Source: an optimization exercise on an open RTL-to-GDS flow (aim: small area). Production flows keep margins and buffers that such runs may drop.
Only simulation tests tie the RTL to the original design; equivalence was not proved.
No activity file was given, so power comes from the tool's default toggle rates.

[design.v]
module ToneGenerator (S, clk, rst, out);
   input [3:0] S;
   input       clk;
   input       rst;
   output reg  out;
   reg [3:0] c16;
   always @(posedge clk) c16 <= rst ? 4'd0 : c16 + 4'd1;
   wire w2  = c16[0];
   wire w4  = &c16[1:0];
   wire w8  = &c16[2:0];
   wire w16 = &c16;
   reg  [1:0] c3;
   wire w3 = c3[1];
   always @(posedge clk) c3 <= (rst | w3) ? 2'd0 : {c3[0], ~c3[0]};
   reg  [3:0] c11;
   wire w11 = c11[2] & ~c11[3];
   always @(posedge clk) c11 <= (rst | w11) ? 4'd0 : {~c11[2], c11[1], ~c11[0], (~c11[2] & ~c11[3]) | (c11[2] & ~c11[3]) | (c11[2] & c11[3])};
   reg  [3:0] c13;
   wire w13 = c13[0] & c13[1] & c13[3];
   always @(posedge clk) c13 <= (rst | w13) ? 4'd0 : {~c13[2], ~c13[1], ~c13[0], (~c13[0] & c13[3]) | (c13[0] & ~c13[3])};
   reg  [4:0] c23;
   wire w23 = ~c23[1] & c23[2] & c23[4];
   always @(posedge clk) c23 <= (rst | w23) ? 5'd0 : {~c23[3], ~c23[2], ~c23[1], ~c23[0], (~c23[1] & c23[4]) | (c23[1] & ~c23[4])};
   reg  [4:0] c29;
   wire w29 = c29[0] & c29[1] & c29[2] & c29[4];
   always @(posedge clk) c29 <= (rst | w29) ? 5'd0 : {~c29[3], ~c29[2], ~c29[1], ~c29[0], (~c29[1] & c29[4]) | (c29[1] & ~c29[4])};
   reg  [5:0] c37;
   wire w37 = ~c37[0] & ~c37[1] & ~c37[2] & ~c37[3] & c37[5];
   always @(posedge clk) c37 <= (rst | w37) ? 6'd0 : {~c37[4], ~c37[3], ~c37[2], ~c37[1], ~c37[0], (~c37[0] & c37[5]) | (c37[0] & ~c37[5])};
   reg  [5:0] c41;
   wire w41 = ~c41[1] & c41[2] & ~c41[3] & ~c41[5];
   always @(posedge clk) c41 <= (rst | w41) ? 6'd0 : {~c41[4], ~c41[3], ~c41[2], ~c41[1], ~c41[0], (~c41[0] & c41[5]) | (c41[0] & ~c41[5])};
   reg  [5:0] c43;
   wire w43 = c43[0] & ~c43[3] & c43[4] & ~c43[5];
   always @(posedge clk) c43 <= (rst | w43) ? 6'd0 : {~c43[4], ~c43[3], ~c43[2], ~c43[1], ~c43[0], (~c43[0] & c43[5]) | (c43[0] & ~c43[5])};
   reg  [6:0] c71;
   wire w71 = ~c71[0] & ~c71[1] & ~c71[3] & c71[6];
   always @(posedge clk) c71 <= (rst | w71) ? 7'd0 : {~c71[5], ~c71[4], ~c71[3], ~c71[2], ~c71[1], ~c71[0], (~c71[1] & c71[6]) | (c71[1] & ~c71[6])};
   reg  [7:0] c131;
   wire w131 = ~c131[0] & ~c131[1] & c131[2] & c131[4] & c131[5] & c131[6];
   always @(posedge clk) c131 <= (rst | w131) ? 8'd0 : {~c131[6], ~c131[5], ~c131[4], ~c131[3], ~c131[2], ~c131[1], ~c131[0], (~c131[2] & c131[7]) | (c131[2] & ~c131[7])};
   reg  [7:0] c179;
   wire w179 = ~c179[0] & c179[1] & c179[2] & c179[3] & c179[4] & ~c179[5] & c179[7];
   always @(posedge clk) c179 <= (rst | w179) ? 8'd0 : {~c179[6], ~c179[5], ~c179[4], ~c179[3], ~c179[2], ~c179[1], ~c179[0], (~c179[2] & c179[7]) | (c179[2] & ~c179[7])};
   reg  [7:0] c239;
   wire w239 = c239[0] & c239[1] & ~c239[2] & ~c239[3] & ~c239[5] & ~c239[7];
   always @(posedge clk) c239 <= (rst | w239) ? 8'd0 : {~c239[6], ~c239[5], ~c239[4], ~c239[3], ~c239[2], c239[1], ~c239[0], ~(c239[1] ^ c239[6] ^ c239[7])};
   reg  [2:0] c7a;
   wire w7a = c7a[1] & ~c7a[2];
   always @(posedge clk) c7a <= (rst | w7a) ? 3'd0 : {~c7a[1], ~c7a[0], (~c7a[1] & ~c7a[2]) | (c7a[1] & ~c7a[2]) | (c7a[1] & c7a[2])};
   reg  [2:0] c7b;
   wire w7b = c7b[1] & ~c7b[2];
   always @(posedge clk) if (rst | (w7a & w7b)) c7b <= 3'd0; else if (w7a) c7b <= {~c7b[1], ~c7b[0], (~c7b[1] & ~c7b[2]) | (c7b[1] & ~c7b[2]) | (c7b[1] & c7b[2])};
   wire [12:1] tick;
   assign tick[1]  = w16 & w71;                  
   assign tick[2]  = w4 & w11 & w23;             
   assign tick[3]  = w3 & w7a & w7b & w13;       
   assign tick[4]  = w13 & w131;                 
   assign tick[5]  = w37 & w41;                  
   assign tick[6]  = w8 & w179;                  
   assign tick[7]  = w4 & w11 & w29;             
   assign tick[8]  = w29 & w37;                  
   assign tick[9]  = w4 & w239;                  
   assign tick[10] = w2 & w11 & w41;             
   assign tick[11] = w23 & w37;                  
   assign tick[12] = w4 & w7a & w43;             
   reg [12:1] wave;
   always @(posedge clk) wave <= rst ? 12'd0 : wave ^ tick;
   reg [5:0]  note;
   reg [19:0] count;
   wire [5:0] nnext;
   assign nnext[0] = (~note[0]);
   assign nnext[1] = (note[0] & ~note[1]) | (~note[0] & note[1]);
   assign nnext[2] = (~note[0] & note[2]) | (~note[1] & note[2]) | (note[0] & note[1] & ~note[2] & ~note[5]);
   assign nnext[3] = (~note[1] & note[3]) | (~note[0] & note[3]) | (~note[2] & note[3]) | (note[0] & note[1] & note[2] & ~note[3]);
   assign nnext[4] = (~note[3] & note[4]) | (~note[1] & note[4]) | (~note[2] & note[4]) | (~note[0] & note[4]) | (note[0] & note[1] & note[2] & note[3] & ~note[4]);
   assign nnext[5] = (~note[0] & note[5]) | (~note[1] & note[5]) | (note[0] & note[1] & note[2] & note[3] & note[4]);
   wire [3:0] nsel;
   assign nsel[0] = (~note[0] & note[1] & note[3]) | (~note[0] & note[5]) | (~note[0] & note[3] & ~note[4]) | (note[1] & note[2] & ~note[3] & ~note[4]) | (~note[0] & note[2] & note[3]) | (note[0] & note[1] & note[2] & ~note[3]) | (note[0] & ~note[1] & ~note[2] & note[3] & note[4]) | (~note[0] & ~note[1] & ~note[2] & ~note[3] & note[4]);
   assign nsel[1] = (~note[1] & note[2] & ~note[3]) | (note[1] & note[3] & ~note[4]) | (note[0] & ~note[1] & note[2]) | (note[1] & ~note[2] & note[3]) | (~note[2] & note[3] & ~note[4]) | (note[0] & note[1] & ~note[4] & ~note[5]) | (note[0] & ~note[1] & note[5]) | (~note[0] & note[2] & ~note[3] & note[4]);
   assign nsel[2] = ~((note[0] & ~note[3] & note[4]) | (~note[0] & ~note[3] & ~note[4] & ~note[5]) | (~note[1] & ~note[2] & note[3] & note[4]) | (note[1] & note[2] & ~note[3] & note[4]) | (note[0] & ~note[1] & note[2] & ~note[3]));
   assign nsel[3] = (note[1] & ~note[2] & ~note[3] & ~note[5]) | (note[0] & ~note[3] & ~note[4] & ~note[5]) | (~note[0] & note[2] & ~note[3] & note[4]);
   wire [1:0] ncls;
   assign ncls[0] = ~((~note[3] & ~note[5]) | (note[1] & note[5]) | (note[1] & note[2] & ~note[4]) | (note[1] & ~note[2] & note[4]) | (note[0] & note[5]) | (~note[0] & ~note[1] & ~note[2] & note[3] & ~note[4]));
   assign ncls[1] = (~note[1] & note[2] & note[3] & ~note[4]) | (~note[1] & ~note[2] & note[3] & note[4]) | (~note[0] & ~note[1] & ~note[2] & ~note[3] & ~note[4]) | (note[0] & note[1] & ~note[2] & ~note[3] & ~note[4]) | (~note[0] & ~note[1] & note[2] & ~note[3] & note[4]) | (note[0] & note[1] & note[2] & note[3] & note[4]) | (~note[0] & note[1] & note[2] & ~note[3] & ~note[4]);
   reg last;
   always @(*)
     case (ncls)
       2'd0: last = &{count[18], count[17], count[16], count[15], count[13], count[8], count[5]};  
       2'd1: last = &{count[17], count[15], count[11], count[9], count[8], count[3], count[1], count[0]};  
       2'd2: last = &{count[19], count[18], count[17], count[16], count[14], count[9], count[6]};  
       default: last = &{count[17], count[16], count[15], count[14], count[12], count[7], count[4]};  
     endcase
   wire [15:0] tmux = {wave[12], wave[9], 1'b0, wave[11], 1'b0, wave[8], 1'b0, wave[10], wave[7], wave[6], wave[5], wave[4], wave[3], wave[2], wave[1], 1'b0};
   wire [3:0] sel = S[3] ? nsel : {1'b0, S[2:0]};
   always @(posedge clk) begin
      if (rst) begin
         note  <= 6'd0;
         count <= 20'd0;
         out   <= 1'b0;
      end else if (S[3] & last) begin
         count <= 20'd0;
         note  <= nnext;
      end else begin
         if (S[3]) count <= count + 20'd1;
         out <= tmux[sel];
      end
   end
endmodule
[flow/run.sh]
#!/bin/bash
# Own layout flow. The standard synthesis runs unchanged; then the
# combinational cells of its netlist are re-synthesized for area with ABC
# (24 runs: twelve &deepsyn seeds, each with and without a Yosys opt
# pass first, four at a time; the smallest result is kept) while every register
# instance stays as it is (same names and cells). Floorplan, placement, CTS
# and routing are the standard ones, with clkbuf_4 clock-tree buffers, no
# dummy clock loads and buf_1 port buffers. Each tool logs to its own file.
set -euo pipefail
W=$(pwd)
F=$W/flow
R=$W/orfs/results/$FLOW_PLATFORM/ToneGenerator/base
LIB=$FLOW_HOME/platforms/$FLOW_PLATFORM/lib/sky130_fd_sc_hd__tt_025C_1v80.lib
YOSYS=$(command -v yosys || echo /OpenROAD-flow-scripts/tools/install/yosys/bin/yosys)

bash standard.sh synth > $W/1_standard_synth.log 2>&1
cp $R/1_2_yosys.v $W/standard_netlist.v

# a run is PREP.SEED: PREP a (plain) or b (opt -full first), SEED the &deepsyn seed
SEEDS=""
for p in a b; do for k in 0 1 2 3 4 5 6 7 8 9 10 11; do SEEDS="$SEEDS $p$k"; done; done
n=0
for s in $SEEDS; do
  sed -e "s|@SEED@|${s:1}|" $F/area.abc > $W/area_$s.abc
  ys=$F/reopt.ys; [[ ${s:0:1} == b ]] && ys=$F/reopt_full.ys
  sed -e "s|@LIB@|$LIB|g" -e "s|@IN@|$W/standard_netlist.v|" -e "s|@OUT@|$W/reopt_$s.v|" \
      -e "s|@ABC@|$W/area_$s.abc|" $ys > $W/reopt_$s.ys
  $YOSYS -s $W/reopt_$s.ys > $W/2_reopt_$s.log 2>&1 &
  n=$((n + 1))
  if (( n % 4 == 0 )); then wait || true; fi
done
wait || true
best=""; besta=""
for s in $SEEDS; do
  a=$(grep "Chip area" $W/2_reopt_$s.log | tail -1 | awk '{print $NF}' || true)
  echo "seed $s: $a" >> $W/2_reopt_choice.log
  if [[ -n "$a" && -s $W/reopt_$s.v ]] && { [[ -z "$besta" ]] || awk -v a="$a" -v b="$besta" 'BEGIN{exit !(a<b)}'; }; then
    best=$s; besta=$a
  fi
done
echo "chosen: seed $best ($besta)" >> $W/2_reopt_choice.log
cp $W/reopt_$best.v $R/1_2_yosys.v
rm -f $R/1_synth.odb $R/1_synth.sdc
bash standard.sh synth > $W/3_synth_odb.log 2>&1

export CTS_ARGS="$(cat $F/cts_args)"
export BUFFER_PORTS_ARGS="-buffer_cell sky130_fd_sc_hd__buf_1"
bash standard.sh finish > $W/4_finish.log 2>&1
[flow/area.abc]
strash; balance -l; resub -K 6 -l; rewrite -l; resub -K 6 -N 2 -l; refactor -l; resub -K 8 -l; balance -l; resub -K 8 -N 2 -l; rewrite -l; resub -K 10 -l; rewrite -z -l; resub -K 10 -N 2 -l; balance -l; resub -K 12 -l; refactor -z -l; resub -K 12 -N 2 -l; rewrite -z -l; balance -l; &get -n; &deepsyn -S @SEED@ -T 100; &put; dch -f; amap
[flow/cts_args]
-sink_clustering_enable -repair_clock_nets -dont_use_dummy_load -buf_list sky130_fd_sc_hd__clkbuf_4 -sink_clustering_size 20
[flow/reopt.ys]
read_liberty -ignore_miss_func @LIB@
blackbox sky130_fd_sc_hd__*df* sky130_fd_sc_hd__*dl* sky130_fd_sc_hd__*probe* sky130_fd_sc_hd__*lpflow*
read_verilog @IN@
hierarchy -top ToneGenerator
flatten
opt_clean
abc -liberty @LIB@ -dont_use *lpflow* -dont_use *probe* -script @ABC@
opt_clean -purge
hilomap -singleton -hicell sky130_fd_sc_hd__conb_1 HI -locell sky130_fd_sc_hd__conb_1 LO
splitnets
opt_clean -purge
hierarchy -top ToneGenerator
stat -liberty @LIB@
write_verilog -noattr -noexpr -nohex -nodec @OUT@
[flow/reopt_full.ys]
read_liberty -ignore_miss_func @LIB@
blackbox sky130_fd_sc_hd__*df* sky130_fd_sc_hd__*dl* sky130_fd_sc_hd__*probe* sky130_fd_sc_hd__*lpflow*
read_verilog @IN@
hierarchy -top ToneGenerator
flatten
opt -full
abc -liberty @LIB@ -dont_use *lpflow* -dont_use *probe* -script @ABC@
opt_clean -purge
hilomap -singleton -hicell sky130_fd_sc_hd__conb_1 HI -locell sky130_fd_sc_hd__conb_1 LO
splitnets
opt_clean -purge
hierarchy -top ToneGenerator
stat -liberty @LIB@
write_verilog -noattr -noexpr -nohex -nodec @OUT@
[standard.sh]
#!/bin/bash
# synth_recipe.tcl (not shown) runs the flow's synth.tcl, then flattens the netlist and writes it again
# the make line also repeats each setting of config.mk as NAME=value (left out here)
make -C /OpenROAD-flow-scripts/flow DESIGN_CONFIG=/design/flow/config.mk WORK_HOME=/design/flow/orfs CLKGATE_MAP_FILE= SYNTH_SCRIPT=/design/flow/synth_recipe.tcl "${@:-finish}"
[config.mk]
export PLATFORM = sky130hd
export DESIGN_NAME = ToneGenerator
export DESIGN_NICKNAME = ToneGenerator
export VERILOG_FILES = /design/flow/design.v
export SDC_FILE = /design/flow/constraint.sdc
export NUM_CORES = 4
export LEC_CHECK = 0
export CAP_MARGIN = 20
export CORE_MARGIN = 2
export CORE_UTILIZATION = 40
export SLEW_MARGIN = 20
[constraint.sdc]
create_clock -name core_clock -period 20.0 [get_ports {clk}]
set_input_delay 4.0000 -clock core_clock [delete_from_list [all_inputs] [get_ports {clk}]]
set_output_delay 4.0000 -clock core_clock [all_outputs]
set_load 0.01 [all_outputs]
==> results of run 1 <==
==> where the power goes <==
part | switching, mW | internal (mW) | leakage [nW] | total (mW)
Clock | 0.0682 | 0.0389 | 0.0782 | 0.107
Sequential | 0.00727 | 0.250 | 0.975 | 0.257
Combinational | 0.0130 | 0.00801 | 0.514 | 0.0210
==> critical path: stages <==
cell,delay [ns]
buf_1,0.19
clkinv_1,0.22
nor2_1,0.21
nand2_1,0.10
nor2_1,0.17
nand2_1,0.11
nor2_1,0.17
nand2_1,0.11
nor2_1,0.17
nand2_1,0.10
nor2_1,0.17
nand2_1,0.11
nor2_1,0.18
nand2_1,0.11
nor2_1,0.17
nand2_1,0.12
nor2_1,0.19
nand2_1,0.13
nor3_1,0.24
nor3_1,0.10
==> flip-flops by register name (all words and copies together) (netlist names) <==
register	flops
count	20
wave	12
c131	8
c179	8
c239	8
c71	7
c37	6
c41	6
c43	6
note	6
c23	5
c29	5
c11	4
c13	4
c16	4
c7a	3
c7b	3
c3	2
out	1
==> metal layers <==
metal	GRT usage [%]	wire (um)
met5	0	0
met4	5.69	129
met3	4.76	328
met2	21.7	3030
met1	18.8	3590
==> layout make-up <==
cell class	instances	area [um^2]
Inverter	38	143
Clock buffer	17	128
Multi-Input combinational cell	304	1510
Sequential cell	118	2360
Fill cell	969	5440
Tap cell	133	166
Timing Repair Buffer	6	23.8
==> placed cells by master, fill, tap and decap left out, types with 2 or more instances in the layout <==
master    count
a211oi_1     24
a21oi_1      12
a22o_1        2
a311oi_1      3
and2_0        3
and3_1        4
buf_1         5
clkbuf_4     17
clkinv_1     38
dfxtp_1     118
nand2_1      33
nand3_1       8
nand4_1       3
nor2_1      135
nor2b_1       3
nor3_1       13
nor4_1        3
o211ai_1      2
o21a_1        5
o21ai_0      22
o22ai_1       3
o311ai_0      2
o31ai_1       2
o32ai_1       2
or2_0         3
or3_1         4
or4_1         2
==> worst paths after layout <==
path                              start        end  slack (ns)  depth (start not counted)
worst max-delay path               S[3]  count[18]       13.22                         20
worst min-delay path             c29[3]     c29[4]        0.34                          1
worst max register to register  note[4]    note[5]       16.25                         18
worst min register to register   c29[3]     c29[4]        0.34                          1
==> flow_summary.json, run 1 <==
{
  "numCtsBuffers": 17,
  "postCtsSetupRepairBufs": 0,
  "root_buffer": "clkbuf_4",
  "drive_gt1_share_pct": 3.73,
  "antenna_cells": 0,
  "grt_max_degree": 45,
  "hp-class": "reg -> reg",
  "final_cells": 616,
  "hold_viol_final": 0,
  "cts_buffer_depth": 2,
  "first_global_vias": 2852,
  "wl_per_cell_um": 11.5,
  "worstSetupPathType": "in -> reg",
  "holdWs_ns": 0.343,
  "cts-hold-fix-buffers": 0,
  "floorplan.initialDensity_pct": 41.1,
  "placed_cells": 599,
  "netlist_area_um2": 4020,
  "power_mw": 0.385,
  "min_period_over_period_pct": 33.9,
  "portBuffers": 6,
  "die-height_um": 104,
  "vias": 3050,
  "routed_wl_um": 7070,
  "peakVddDrop_mv": 0.0372,
  "tightest_slew_ns": 0.879,
  "ios": 7,
  "fmaxAchievable_mhz": 148,
  "status": "no timing/DRC/antenna violations",
  "p_leak_nw": 1.57,
  "clkTransAtPathRegs_ns": 0.12,
  "min_period_ns": 6.78,
  "place_area_um2": 4210,
  "syn2layout_area_growth_pct": 7.92,
  "cts_tree": "yes",
  "setup-violations-final": 0,
  "cts_resized": 0,
  "pre_cts_ws_ns": 12.83,
  "arrival_ns": 7.07,
  "pwr_density_cell_nw_per_um2": 88.9,
  "grt.overflow.total": 0,
  "drc": 0,
  "grt_pass1_wl_um": 12600,
  "fin_tns_setup_ns": 0,
  "core_area_um2": 9770,
  "yosysWarnings": 1,
  "viasPerCell": 4.95,
  "clkLatencyLatePin_ns": 0.48,
  "maxCapViolCount": 0,
  "nNetsFinal": 491,
  "worst_slack_ns": 13.22,
  "slew_headroom_pct": 41.4,
  "utilization_pct": 44.3,
  "die_w_um": 104,
  "slew_violations": 0,
  "antenna_left": 0,
  "num_rows": 36,
  "endpoint_kind": "register",
  "syn_nets": 466,
  "worst_setup_path_start_kind": "primary input",
  "first_pass_iters": 4,
  "cp.required_ns": 20.30,
  "gp_congestion": 0.859,
  "design_area_um2": 4330,
  "dieArea_um2": 10900,
  "clock_skew_ns": 0.0459,
  "numClockSinks": 118,
  "path_max_fanout": 7,
  "antenna_found_initial": 0,
  "drt_iter0_markers": 156,
  "dp_hpwl_um": 5010,
  "syn_area_per_cell_um2": 8.73,
  "rsz0062_at_grt": "false",
  "grt.total_usage_pct": 14.3,
  "cts_max_level": 4,
  "postSynthCellCount": 460
}
==> run 2, diff against run 1 <==
--- a/design.v
+++ b/design.v
@@ -12,44 +12,44 @@
    reg  [1:0] c3;
    wire w3 = c3[1];
-   always @(posedge clk) c3 <= (rst | w3) ? 2'd0 : {c3[0], ~c3[0]};
+   always @(posedge clk) c3 <= (rst | w3) ? 2'd1 : {~c3[0], c3[0] & c3[1]};
    reg  [3:0] c11;
-   wire w11 = c11[2] & ~c11[3];
-   always @(posedge clk) c11 <= (rst | w11) ? 4'd0 : {~c11[2], c11[1], ~c11[0], (~c11[2] & ~c11[3]) | (c11[2] & ~c11[3]) | (c11[2] & c11[3])};
+   wire w11 = c11[0] & ~c11[3];
+   always @(posedge clk) c11 <= (rst | w11) ? 4'd13 : {~c11[2], ~c11[1], ~c11[0], c11[3] & ~c11[0]};
    reg  [3:0] c13;
    wire w13 = c13[0] & c13[1] & c13[3];
-   always @(posedge clk) c13 <= (rst | w13) ? 4'd0 : {~c13[2], ~c13[1], ~c13[0], (~c13[0] & c13[3]) | (c13[0] & ~c13[3])};
+   always @(posedge clk) c13 <= (rst | w13) ? 4'd0 : {~c13[2], ~c13[1], ~c13[0], c13[0] ^ c13[3]};
    reg  [4:0] c23;
    wire w23 = ~c23[1] & c23[2] & c23[4];
-   always @(posedge clk) c23 <= (rst | w23) ? 5'd0 : {~c23[3], ~c23[2], ~c23[1], ~c23[0], (~c23[1] & c23[4]) | (c23[1] & ~c23[4])};
+   always @(posedge clk) c23 <= (rst | w23) ? 5'd3 : {~c23[3], ~c23[2], ~c23[1], ~c23[0], ~(c23[2] ^ c23[4])};
    reg  [4:0] c29;
-   wire w29 = c29[0] & c29[1] & c29[2] & c29[4];
-   always @(posedge clk) c29 <= (rst | w29) ? 5'd0 : {~c29[3], ~c29[2], ~c29[1], ~c29[0], (~c29[1] & c29[4]) | (c29[1] & ~c29[4])};
+   wire w29 = c29[0] & c29[1] & c29[3] & ~c29[4];
+   always @(posedge clk) c29 <= (rst | w29) ? 5'd0 : {~c29[3], ~c29[2], ~c29[1], ~c29[0], ~(c29[1] ^ c29[4])};
    reg  [5:0] c37;
-   wire w37 = ~c37[0] & ~c37[1] & ~c37[2] & ~c37[3] & c37[5];
-   always @(posedge clk) c37 <= (rst | w37) ? 6'd0 : {~c37[4], ~c37[3], ~c37[2], ~c37[1], ~c37[0], (~c37[0] & c37[5]) | (c37[0] & ~c37[5])};
+   wire w37 = c37[0] & c37[4] & ~c37[5];
+   always @(posedge clk) c37 <= (rst | w37) ? 6'd5 : {~c37[4], ~c37[3], ~c37[2], ~c37[1], ~c37[0], c37[0] ^ c37[5]};
    reg  [5:0] c41;
    wire w41 = ~c41[1] & c41[2] & ~c41[3] & ~c41[5];
-   always @(posedge clk) c41 <= (rst | w41) ? 6'd0 : {~c41[4], ~c41[3], ~c41[2], ~c41[1], ~c41[0], (~c41[0] & c41[5]) | (c41[0] & ~c41[5])};
+   always @(posedge clk) c41 <= (rst | w41) ? 6'd0 : {~c41[4], ~c41[3], ~c41[2], ~c41[1], ~c41[0], c41[0] ^ c41[5]};
    reg  [5:0] c43;
-   wire w43 = c43[0] & ~c43[3] & c43[4] & ~c43[5];
-   always @(posedge clk) c43 <= (rst | w43) ? 6'd0 : {~c43[4], ~c43[3], ~c43[2], ~c43[1], ~c43[0], (~c43[0] & c43[5]) | (c43[0] & ~c43[5])};
+   wire w43 = c43[0] & ~c43[2] & c43[4] & c43[5];
+   always @(posedge clk) c43 <= (rst | w43) ? 6'd0 : {~c43[4], ~c43[3], ~c43[2], ~c43[1], ~c43[0], c43[4] ^ c43[5]};
    reg  [6:0] c71;
-   wire w71 = ~c71[0] & ~c71[1] & ~c71[3] & c71[6];
-   always @(posedge clk) c71 <= (rst | w71) ? 7'd0 : {~c71[5], ~c71[4], ~c71[3], ~c71[2], ~c71[1], ~c71[0], (~c71[1] & c71[6]) | (c71[1] & ~c71[6])};
+   wire w71 = ~c71[0] & ~c71[1] & ~c71[2] & ~c71[4];
+   always @(posedge clk) c71 <= (rst | w71) ? 7'd1 : {~c71[5], ~c71[4], ~c71[3], ~c71[2], ~c71[1], ~c71[0], ~(c71[1] ^ c71[6])};
    reg  [7:0] c131;
-   wire w131 = ~c131[0] & ~c131[1] & c131[2] & c131[4] & c131[5] & c131[6];
-   always @(posedge clk) c131 <= (rst | w131) ? 8'd0 : {~c131[6], ~c131[5], ~c131[4], ~c131[3], ~c131[2], ~c131[1], ~c131[0], (~c131[2] & c131[7]) | (c131[2] & ~c131[7])};
+   wire w131 = ~c131[3] & ~c131[4] & ~c131[5] & c131[6] & c131[7];
+   always @(posedge clk) c131 <= (rst | w131) ? 8'd8 : {~c131[6], ~c131[5], ~c131[4], ~c131[3], ~c131[2], ~c131[1], ~c131[0], c131[2] ^ c131[7]};
    reg  [7:0] c179;
-   wire w179 = ~c179[0] & c179[1] & c179[2] & c179[3] & c179[4] & ~c179[5] & c179[7];
-   always @(posedge clk) c179 <= (rst | w179) ? 8'd0 : {~c179[6], ~c179[5], ~c179[4], ~c179[3], ~c179[2], ~c179[1], ~c179[0], (~c179[2] & c179[7]) | (c179[2] & ~c179[7])};
+   wire w179 = c179[0] & c179[1] & c179[2] & c179[4] & c179[5] & c179[7];
+   always @(posedge clk) c179 <= (rst | w179) ? 8'd5 : {~c179[6], ~c179[5], ~c179[4], ~c179[3], ~c179[2], ~c179[1], ~c179[0], ~(c179[2] ^ c179[7])};
    reg  [7:0] c239;
-   wire w239 = c239[0] & c239[1] & ~c239[2] & ~c239[3] & ~c239[5] & ~c239[7];
-   always @(posedge clk) c239 <= (rst | w239) ? 8'd0 : {~c239[6], ~c239[5], ~c239[4], ~c239[3], ~c239[2], c239[1], ~c239[0], ~(c239[1] ^ c239[6] ^ c239[7])};
+   wire w239 = c239[0] & c239[1] & c239[2] & ~c239[3] & c239[4] & ~c239[5] & ~c239[6];
+   always @(posedge clk) c239 <= (rst | w239) ? 8'd7 : {~c239[6], ~c239[5], ~c239[4], ~c239[3], ~c239[2], ~c239[1], ~c239[0], ~(c239[3] ^ c239[6] ^ c239[7])};
    reg  [2:0] c7a;
-   wire w7a = c7a[1] & ~c7a[2];
-   always @(posedge clk) c7a <= (rst | w7a) ? 3'd0 : {~c7a[1], ~c7a[0], (~c7a[1] & ~c7a[2]) | (c7a[1] & ~c7a[2]) | (c7a[1] & c7a[2])};
+   wire w7a = ~c7a[0] & ~c7a[2];
+   always @(posedge clk) c7a <= (rst | w7a) ? 3'd6 : {~c7a[1], ~c7a[0], ~c7a[0] | ~c7a[2]};
    reg  [2:0] c7b;
-   wire w7b = c7b[1] & ~c7b[2];
-   always @(posedge clk) if (rst | (w7a & w7b)) c7b <= 3'd0; else if (w7a) c7b <= {~c7b[1], ~c7b[0], (~c7b[1] & ~c7b[2]) | (c7b[1] & ~c7b[2]) | (c7b[1] & c7b[2])};
+   wire w7b = ~c7b[0] & ~c7b[2];
+   always @(posedge clk) if (rst | (w7a & w7b)) c7b <= 3'd6; else if (w7a) c7b <= {~c7b[1], ~c7b[0], ~c7b[0] | ~c7b[2]};
    wire [12:1] tick;
    assign tick[1]  = w16 & w71;                  
@@ -87,8 +87,8 @@
    always @(*)
      case (ncls)
-       2'd0: last = &{count[18], count[17], count[16], count[15], count[13], count[8], count[5]};  
-       2'd1: last = &{count[17], count[15], count[11], count[9], count[8], count[3], count[1], count[0]};  
-       2'd2: last = &{count[19], count[18], count[17], count[16], count[14], count[9], count[6]};  
-       default: last = &{count[17], count[16], count[15], count[14], count[12], count[7], count[4]};  
+       2'd0: last = &{count[19], count[13], count[8], count[5]};  
+       2'd1: last = &{count[17], count[16], count[11], count[9], count[8], count[3], count[1], count[0]};  
+       2'd2: last = &{count[19], count[18], count[17], count[16], count[15], count[14], count[9], count[6]};  
+       default: last = &{count[18], count[14], count[12], count[7], count[4]};  
      endcase
    wire [15:0] tmux = {wave[12], wave[9], 1'b0, wave[11], 1'b0, wave[8], 1'b0, wave[10], wave[7], wave[6], wave[5], wave[4], wave[3], wave[2], wave[1], 1'b0};
@@ -97,8 +97,8 @@
       if (rst) begin
          note  <= 6'd0;
-         count <= 20'd0;
+         count <= 20'd32768;
          out   <= 1'b0;
       end else if (S[3] & last) begin
-         count <= 20'd0;
+         count <= 20'd32768;
          note  <= nnext;
       end else begin
==> run 2 against run 1 <==
Synthesized cell count fell by 3.3%. Still clean on timing, DRC and antenna. Largest cell class unchanged. Power rose by 0.11%. Clock skew fell by 0.0053 ns. Final area fell by 0.87%. Wire length fell by 0.78%. Critical path depth did not move. Cell count fell by 2.1%. Combinational power fell by 4%. First-iteration DRC count fell by 35%.
==> flow_summary.json, run 2 <==
{
  "syn_nets": 451,
  "final.fill_count": 970,
  "grt_pass1_wl_um": 12400,
  "setup-violations-final": 0,
  "pwr_density_cell_nw_per_um2": 89.8,
  "sw_frac_of_total_pct": 23.3,
  "numCtsBuffers": 17,
  "crit_chain": "buf_1 > clkinv_1 > nor2b_1 > and3_1 > and2_0 > nand2_1 > nor2_1 > nand2_1 > nor2_1 > and2_0 > and3_1 > nand2_1 > nor2_1 > nand2_1 > nor2_1 > and3_1 > nand2_1 > nor2_1 > nor2_1 > nor2_1",
  "die-height_um": 104,
  "grt_max_degree": 51,
  "root_buffer": "clkbuf_4",
  "regArea_um2": 2360,
  "final_cells": 603,
  "drt_iter0_markers": 101,
  "viasPerCell": 4.99,
  "syn_area_per_cell_um2": 8.90,
  "antenna_left": 0,
  "routed_wl_um": 7020,
  "fin_tns_setup_ns": 0,
  "cts_buffer_depth": 2,
  "cp.required_ns": 20.38,
  "holdWs_ns": 0.368,
  "placed_cells": 586,
  "antenna_found_initial": 0,
  "layout.cells.most_common_list": "dfxtp_1 (118), nor2_1 (112), nand2_1 (35)",
  "worst_setup_path_start_kind": "primary input",
  "num_rows": 36,
  "clock_skew_ns": 0.0406,
  "slew_violations": 0,
  "clkTransAtPathRegs_ns": 0.12,
  "largest-register": "count",
  "dieArea_um2": 10700,
  "largest_register_ffs": 20,
  "worstSetupPathType": "in -> reg",
  "final_common_cell": "dfxtp_1",
  "portBuffers": 6,
  "grt.overflow.total": 0,
  "utilization_pct": 44.4,
  "status": "no timing/DRC/antenna violations",
  "postCtsSetupRepairBufs": 0,
  "arrival_ns": 7.26,
  "pwr-share-comb_pct": 5.2,
  "wl_per_cell_um": 11.6,
  "pwr-share-clk_pct": 28.0,
  "first_pass_iters": 4,
  "rsz0062_at_grt": "false",
  "antenna_cells": 0,
  "min_period_over_period_pct": 34.4,
  "nNetsFinal": 478,
  "grt.total_usage_pct": 14.3,
  "worst_path_dominant_cell_family": "simple AND/OR/NAND/NOR gates",
  "cts-hold-fix-buffers": 0,
  "vias": 3011,
  "cts_tree": "yes",
  "cts_max_level": 4,
  "core_area_um2": 9680,
  "hold_viol_final": 0,
  "max_stage_delay_ns": 0.27,
  "crit_slowest_cell": "buf_1",
  "postSynthCellCount": 445,
  "gp_congestion": 0.772,
  "endpoint_kind": "register",
  "peakVddDrop_mv": 0.0553,
  "first_global_vias": 2906,
  "multiInputGateArea_um2": 1470,
  "fmaxAchievable_mhz": 145,
  "slew_headroom_pct": 45.0,
  "power_mw": 0.386,
  "ios": 7,
  "crit_path_frequent_cell": "nor2_1",
  "yosysWarnings": 1,
  "netlist_area_um2": 3960,
  "dp_hpwl_um": 4850,
  "clkLatencyLatePin_ns": 0.49,
  "drc": 0,
  "tightest_slew_ns": 0.823,
  "path_buf_inv": 2,
  "reg_top3": "count: 20 flops, wave: 12 flops",
  "min_period_ns": 6.88,
  "syn2layout_area_growth_pct": 8.43,
  "cts_resized": 0,
  "maxCapViolCount": 0,
  "seqPwrFrac_pct": 66.8,
  "drive_gt1_share_pct": 4.26,
  "intPower_mw": 0.296,
  "die_w_um": 104,
  "floorplan.initialDensity_pct": 40.9,
  "numClockSinks": 118,
  "p_leak_nw": 1.57,
  "p_sw_mw": 0.0898,
  "hp-class": "reg -> reg",
  "path_max_fanout": 8
}
-- run 2: layout make-up --
type                    instances  area share (%)
multi-input cells             293            34.3
clock buffers                  17            2.97
inverters                      34            2.97
flip-flops and latches        118            55.0
well taps                     133            3.87
repair buffers                  8           0.903
-- run 2: worst paths after layout --
check,end,cells past startpoint,slack (ns),from
max,count[19],20,13.12,S[3]
min reg2reg,c11[3],1,0.37,c11[2]
min,c11[3],1,0.37,c11[2]
max reg2reg,count[18],15,16.34,note[4]
-- run 2: power by group through the flow --
| stage | combinational (mW) | clock, mW | sequential (mW) |
|---|---|---|---|
| floorplan | 0.0149 | 0 | 0.261 |
| global placement | 0.0196 | 0 | 0.263 |
| detailed placement | 0.0204 | 0 | 0.263 |
| CTS | 0.0205 | 0.114 | 0.257 |
| global route | 0.0235 | 0.125 | 0.259 |
| finish | 0.0201 | 0.108 | 0.257 |
-- run 2: routing by layer --
layer  track usage (%)  routed length, um
met5                 0                  0
met4              5.50                 83
met3              5.92                247
met2              22.7               3140
met1              17.5               3550
-- run 2: stage by stage --
| step | cell area (um^2) | setup WS (ns) |
|---|---|---|
| finish | 4300 | 13.12 |
| global route | 4300 | 12.74 |
| CTS | 4290 | 13.19 |
| detailed placement | 4170 | 12.71 |
| global placement | 4170 | 12.94 |
| floorplan | 3960 | 13.51 |
==> run 3, diff against run 2 <==
--- a/flow/run.sh
+++ b/flow/run.sh
@@ -2,5 +2,5 @@
 # Own layout flow. The standard synthesis runs unchanged; then the
 # combinational cells of its netlist are re-synthesized for area with ABC
-# (24 runs: twelve &deepsyn seeds, each with and without a Yosys opt
+# (36 runs: eighteen &deepsyn seeds, each with and without a Yosys opt
 # pass first, four at a time; the smallest result is kept) while every register
 # instance stays as it is (same names and cells). Floorplan, placement, CTS
@@ -19,5 +19,5 @@
 # a run is PREP.SEED: PREP a (plain) or b (opt -full first), SEED the &deepsyn seed
 SEEDS=""
-for p in a b; do for k in 0 1 2 3 4 5 6 7 8 9 10 11; do SEEDS="$SEEDS $p$k"; done; done
+for p in a b; do for k in 0 1 2 3 4 5 6 7 8 9 10 11 12 13 14 15 16 17; do SEEDS="$SEEDS $p$k"; done; done
 n=0
 for s in $SEEDS; do
==> run 3 against run 2 <==
Maximum frequency is the same. Sequential cell count stayed put. First-iteration DRC count unchanged. Clock-buffer cell count stayed put. Area after synthesis is the same. Global-route usage did not move. Sequential power about the same. Largest power group unchanged.
==> flow_summary.json, run 3 <==
{
  "design_area_um2": 4300,
  "cts_max_level": 4,
  "reg_top3": "count: 20 flops, wave: 12 flops",
  "pwr-share-comb_pct": 5.2,
  "gp_congestion": 0.772,
  "arrival_ns": 7.26,
  "final_common_cell": "dfxtp_1",
  "clkLatencyLatePin_ns": 0.49,
  "ios": 7,
  "numCtsBuffers": 17,
  "intPower_mw": 0.296,
  "maxCapViolCount": 0,
  "drive_gt1_share_pct": 4.26,
  "sw_frac_of_total_pct": 23.3,
  "syn_area_per_cell_um2": 8.90,
  "cp.required_ns": 20.38,
  "yosysWarnings": 1,
  "grt.total_usage_pct": 14.3,
  "worst_setup_path_start_kind": "primary input",
  "viasPerCell": 4.99,
  "grt_max_degree": 51,
  "first_pass_iters": 4,
  "antenna_found_initial": 0,
  "seqPwrFrac_pct": 66.8,
  "cts-hold-fix-buffers": 0,
  "largest_register_ffs": 20,
  "setup-violations-final": 0,
  "slew_headroom_pct": 45.0,
  "netlist_area_um2": 3960,
  "wl_per_cell_um": 11.6,
  "grt_pass1_wl_um": 12400,
  "final.fill_count": 970,
  "worst_r2r_path_depth": 15,
  "rsz0062_at_grt": "false",
  "min_period_over_period_pct": 34.4,
  "postCtsSetupRepairBufs": 0,
  "die_w_um": 104,
  "cts_buffer_depth": 2,
  "clkTransAtPathRegs_ns": 0.12,
  "postSynthCellCount": 445,
  "drt_iter0_markers": 101,
  "vias": 3011,
  "pwr_density_cell_nw_per_um2": 89.8,
  "drc": 0,
  "endpoint_kind": "register",
  "path_max_fanout": 8,
  "portBuffers": 6,
  "cts_tree": "yes",
  "pwr-share-clk_pct": 28.0,
  "hold_viol_final": 0,
  "fmaxAchievable_mhz": 145,
  "antenna_cells": 0,
  "tightest_slew_ns": 0.823,
  "numClockSinks": 118,
  "grt.overflow.total": 0,
  "nNetsFinal": 478,
  "floorplan.initialDensity_pct": 40.9,
  "syn2layout_area_growth_pct": 8.43,
  "place_area_um2": 4170,
  "clock_skew_ns": 0.0406,
  "fin_tns_setup_ns": 0,
  "antenna_left": 0,
  "routed_wl_um": 7020,
  "p_leak_nw": 1.57,
  "min_period_ns": 6.88,
  "p_sw_mw": 0.0898,
  "worstSetupPathType": "in -> reg",
  "slew_violations": 0,
  "syn_nets": 451,
  "peakVddDrop_mv": 0.0553,
  "cts_resized": 0,
  "dieArea_um2": 10700,
  "die-height_um": 104,
  "num_rows": 36,
  "root_buffer": "clkbuf_4",
  "status": "no timing/DRC/antenna violations",
  "layout.cells.most_common_list": "dfxtp_1 (118), nor2_1 (112), nand2_1 (35)",
  "core_area_um2": 9680,
  "largest-register": "count",
  "hold_depth": 1,
  "hp-class": "reg -> reg",
  "first_global_vias": 2906,
  "dp_hpwl_um": 4850,
  "holdWs_ns": 0.368
}
==> run 3: power by group through the flow <==
| stage | Clock (mW) | Combinational (mW) | Sequential [mW] |
|---|---|---|---|
| 2_1_floorplan | 0 | 0.0149 | 0.261 |
| 3_3_place_gp | 0 | 0.0196 | 0.263 |
| 3_5_place_dp | 0 | 0.0204 | 0.263 |
| 4_1_cts | 0.114 | 0.0205 | 0.257 |
| 5_1_grt | 0.125 | 0.0235 | 0.259 |
| 6_report | 0.108 | 0.0201 | 0.257 |
==> run 3: path summary, 6_finish.rpt <==
| check | endpoint | slack (ns) | startpoint |
|---|---|---|---|
| max reg2reg | count[18] | 16.34 | note[4] |
| min | c11[3] | 0.37 | c11[2] |
| max | count[19] | 13.12 | S[3] |
| min reg2reg | c11[3] | 0.37 | c11[2] |
==> run 3: final cells by class <==
| type | instances | area, um^2 | area share, % |
|---|---|---|---|
| flip-flops and latches | 118 | 2360 | 55.0 |
| inverters | 34 | 128 | 2.97 |
| repair buffers | 8 | 38.8 | 0.903 |
| clock buffers | 17 | 128 | 2.97 |
| multi-input cells | 293 | 1470 | 34.3 |
| well taps | 133 | 166 | 3.87 |
==> run 3: per-layer routing <==
| layer | vias up | global-route usage (%) | share of wire, % | wire length, um |
|---|---|---|---|---|
| met3 | 12 | 5.92 | 3.5 | 247 |
| met1 | 1369 | 17.5 | 51 | 3550 |
| met2 | 27 | 22.7 | 45 | 3140 |
| met5 | - | 0 | 0 | 0 |
| li1 | 1603 | - | - | - |
| met4 | 0 | 5.50 | 1.2 | 83 |
==> run 3: critical path: stages <==
cell      delay [ns]
buf_1           0.27
clkinv_1        0.22
nor2b_1         0.21
and3_1          0.23
and2_0          0.18
nand2_1         0.10
nor2_1          0.16
nand2_1         0.10
nor2_1          0.16
and2_0          0.22
and3_1          0.22
nand2_1         0.09
nor2_1          0.17
nand2_1         0.12
nor2_1          0.20
and3_1          0.25
nand2_1         0.09
nor2_1          0.13
nor2_1          0.06
nor2_1          0.07
==> run 3: per-stage QoR <==
| step | utilization (%) | std cells | total power [mW] | setup WS, ns |
|---|---|---|---|---|
| 6_report | 44.4 | 603 | 0.386 | 13.12 |
| 5_1_grt | 44.4 | 603 | 0.408 | 12.74 |
| 4_1_cts | 44.3 | 603 | 0.391 | 13.19 |
| 3_5_place_dp | 43.0 | 586 | 0.283 | 12.71 |
| 3_3_place_gp | 43.0 | 586 | 0.282 | 12.94 |
| 2_1_floorplan | - | 445 | 0.276 | 13.51 |

[afterwards: timing with drivers on the ports]
The results above use ideal ports. As a check the final layouts listed here were re-extracted and re-timed, cells and wires unchanged. Step 1 (the two cells are an assumption about what drives the block):
set clk [get_ports {clk}]
set_driving_cell -lib_cell sky130_fd_sc_hd__clkbuf_16 $clk
set_driving_cell -lib_cell sky130_fd_sc_hd__buf_2 [delete_from_list [all_inputs] $clk]
Step 2 times the ports against the registers' clock, not the clock port: input delays grow and output delays shrink by t, the midpoint of the rising clock arrivals with the driver on. a / b / c = no drivers / after step 1 / after step 2; a / b = the first two.
run | t, ns | setup WS [ns] | worst setup path at the end | clock arrival spread, ns | cell pins on the clock port's net
run 1 | 0.487 | 13.225 / 13.227 / 12.740 | input to register | 0.053 / 0.052 | 1
run 2 | 0.510 | 13.118 / 13.119 / 12.609 | input to register | 0.056 / 0.056 | 1
run 3 | 0.510 | 13.118 / 13.119 / 12.609 | input to register | 0.056 / 0.056 | 1
After both steps setup and hold are still met in every run listed.
